This design comes from an exercise in tuning for small area on the open sky130 flow, not from production work.
In this exercise RTL edits were held to simulation tests only and were not proved equivalent to the original.

## the previous run
## CORDIC_Vectoring_top1
module CORDIC_Vectoring_top1 #(
        parameter DATA_WIDTH = 16,
        parameter CORDIC_WIDTH = 22,
        parameter CORDIC_STAGES = 16,
        parameter ANGLE_WIDTH = 16
    ) (
        input clk,
        input nreset,
        input vec_en,
        input signed [DATA_WIDTH-1:0] x_vec_in,
        input signed [DATA_WIDTH-1:0] y_vec_in,
        input angle_calc_enable_in,
        output signed [DATA_WIDTH-1:0] x_vec_out,
        output output_valid_o,
        output [CORDIC_STAGES-1:0] micro_angle_o,
        output [1:0] quad_out,
        output vec_microRot_out_start,
        output signed [ANGLE_WIDTH-1:0] angle_out
    );
Size: ~88 I/O pins.
export LEC_CHECK = 0
export ABC_AREA = 1
export CAP_MARGIN = 20
export CORE_MARGIN = 2
export CORE_UTILIZATION = 40
export CTS_BUF_LIST = sky130_fd_sc_hd__clkbuf_4
export CTS_CLUSTER_DIAMETER = 40
export CTS_CLUSTER_SIZE = 10
export PLACE_DENSITY = 0.6
export SLEW_MARGIN = 20
create_clock -name core_clock -period 10.0 [get_ports {clk}]
standard.sh (not shown) runs the stock make flow with config.mk's settings and CLKGATE_MAP_FILE= SYNTH_SCRIPT=/design/flow/synth_recipe.tcl, a recipe that flattens the netlist after the stock synthesis.
==> flow/flow/run.sh <==
#!/bin/bash
# Standard synthesis, then a re-optimisation of its combinational logic around the
# full adders (netopt.py + resynth.ys), then the standard layout flow.
set -euo pipefail
LIB=$FLOW_HOME/platforms/sky130hd/lib/sky130_fd_sc_hd__tt_025C_1v80.lib
R=orfs/results/sky130hd/CORDIC_Vectoring_top1/base
bash standard.sh synth > standard_synth.log 2>&1
cp $R/1_2_yosys.v standard_1_2_yosys.v
python3 flow/netopt.py $LIB standard_1_2_yosys.v netopt.v > netopt.log 2>&1
sed -e "s#LIBFILE#$LIB#g" -e "s#FLOWHOME#$FLOW_HOME#g" -e "s#FLOWDIR#$PWD/flow#g" flow/resynth.ys > resynth.ys
yosys -s resynth.ys > resynth.log 2>&1
cp resynth.v $R/1_2_yosys.v
touch $R/1_2_yosys.v
rm -f $R/1_synth.odb
bash standard.sh synth > standard_synth2.log 2>&1
bash standard.sh BUFFER_PORTS_ARGS="-buffer_cell sky130_fd_sc_hd__buf_1" CTS_ARGS="-sink_clustering_enable -repair_clock_nets -sink_clustering_size 10 -sink_clustering_max_diameter 40 -buf_list sky130_fd_sc_hd__clkbuf_4 -dont_use_dummy_load" finish > standard_finish.log 2>&1
==> flow/flow/abc_amap.script <==
strash; dch; amap; topo
==> flow/flow/resynth.ys <==
# Re-synthesis of the combinational glue of the standard synthesis netlist
# (netopt.v, written by netopt.py). Flip-flops, adders and tie cells stay as they are.
read_liberty -lib LIBFILE
read_verilog netopt.v
hierarchy -top CORDIC_Vectoring_top1
proc
opt -purge
techmap
opt -fast -purge
abc -script FLOWDIR/abc_amap.script -liberty LIBFILE -dont_use sky130_fd_sc_hd__probe_p_8 -dont_use sky130_fd_sc_hd__probec_p_8 -dont_use sky130_fd_sc_hd__lpflow_bleeder_1 -dont_use sky130_fd_sc_hd__lpflow_clkbufkapwr_1 -dont_use sky130_fd_sc_hd__lpflow_clkbufkapwr_16 -dont_use sky130_fd_sc_hd__lpflow_clkbufkapwr_2 -dont_use sky130_fd_sc_hd__lpflow_clkbufkapwr_4 -dont_use sky130_fd_sc_hd__lpflow_clkbufkapwr_8 -dont_use sky130_fd_sc_hd__lpflow_clkinvkapwr_1 -dont_use sky130_fd_sc_hd__lpflow_clkinvkapwr_16 -dont_use sky130_fd_sc_hd__lpflow_clkinvkapwr_2 -dont_use sky130_fd_sc_hd__lpflow_clkinvkapwr_4 -dont_use sky130_fd_sc_hd__lpflow_clkinvkapwr_8 -dont_use sky130_fd_sc_hd__lpflow_decapkapwr_12 -dont_use sky130_fd_sc_hd__lpflow_decapkapwr_3 -dont_use sky130_fd_sc_hd__lpflow_decapkapwr_4 -dont_use sky130_fd_sc_hd__lpflow_decapkapwr_6 -dont_use sky130_fd_sc_hd__lpflow_decapkapwr_8 -dont_use sky130_fd_sc_hd__lpflow_inputiso0n_1 -dont_use sky130_fd_sc_hd__lpflow_inputiso0p_1 -dont_use sky130_fd_sc_hd__lpflow_inputiso1n_1 -dont_use sky130_fd_sc_hd__lpflow_inputiso1p_1 -dont_use sky130_fd_sc_hd__lpflow_inputisolatch_1 -dont_use sky130_fd_sc_hd__lpflow_isobufsrc_1 -dont_use sky130_fd_sc_hd__lpflow_isobufsrc_16 -dont_use sky130_fd_sc_hd__lpflow_isobufsrc_2 -dont_use sky130_fd_sc_hd__lpflow_isobufsrc_4 -dont_use sky130_fd_sc_hd__lpflow_isobufsrc_8 -dont_use sky130_fd_sc_hd__lpflow_isobufsrckapwr_16 -dont_use sky130_fd_sc_hd__lpflow_lsbuf_lh_hl_isowell_tap_1 -dont_use sky130_fd_sc_hd__lpflow_lsbuf_lh_hl_isowell_tap_2 -dont_use sky130_fd_sc_hd__lpflow_lsbuf_lh_hl_isowell_tap_4 -dont_use sky130_fd_sc_hd__lpflow_lsbuf_lh_isowell_4 -dont_use sky130_fd_sc_hd__lpflow_lsbuf_lh_isowell_tap_1 -dont_use sky130_fd_sc_hd__lpflow_lsbuf_lh_isowell_tap_2 -dont_use sky130_fd_sc_hd__lpflow_lsbuf_lh_isowell_tap_4  -D 10000
setundef -zero
splitnets
opt_clean -purge
hilomap -singleton -hicell sky130_fd_sc_hd__conb_1 HI -locell sky130_fd_sc_hd__conb_1 LO
insbuf -buf sky130_fd_sc_hd__buf_4 A X
opt_clean -purge
tee -o resynth_stat.txt stat -liberty LIBFILE
write_verilog -noattr -nohex -nodec resynth.v
Other scripts of this flow, unchanged in this note and not shown: flow/flow/netopt.py
Edits applied to the flow inputs when going from the previous run to the current run:
==> flow/flow/abc_amap.script <==
strash; dch -f; amap -m; topo
--- a/flow/flow/resynth.ys
+++ b/flow/flow/resynth.ys
@@ -14,3 +14,3 @@
 hilomap -singleton -hicell sky130_fd_sc_hd__conb_1 HI -locell sky130_fd_sc_hd__conb_1 LO
-insbuf -buf sky130_fd_sc_hd__buf_4 A X
+insbuf -buf sky130_fd_sc_hd__buf_1 A X
 opt_clean -purge
Multi-input combinational gate total: the current run vs the previous run — no meaningful difference. Global placement routability congestion: the current run vs the previous run down 3.7%. Diff the previous run -> the current run: width of the chip stayed essentially flat; flip-flop and latch area about even. The previous run tops out at a lower clock frequency than the current run. The current run vs the previous run: final HPWL from detailed placement down by a few percent. The via count reported for the current run is lower than the one for the previous run.

-- separate check: timing with driven ports --
In the flow no input, the clock included, has a driving cell. The finished layouts below were timed again as built, in two steps. Step 1 assumes that a clkbuf_16 drives the clock port and a buf_2 every other input. Step 2 moves the port delays by t, midway between the first and last clock arrival at a register: inputs arrive t later, outputs are due t later. That takes back most of the time a late clock gives input paths. Slacks: no drivers / after step 1 / after step 2; pairs: no drivers / after step 1.
run | t, ns | setup WS [ns] | cell pins on the clock port's net
the previous run | 0.964 | 0.309 / 0.309 / 0.309 | 1
the current run | 0.955 | 0.418 / 0.418 / 0.418 | 1
After both steps setup and hold are still met in every run listed.
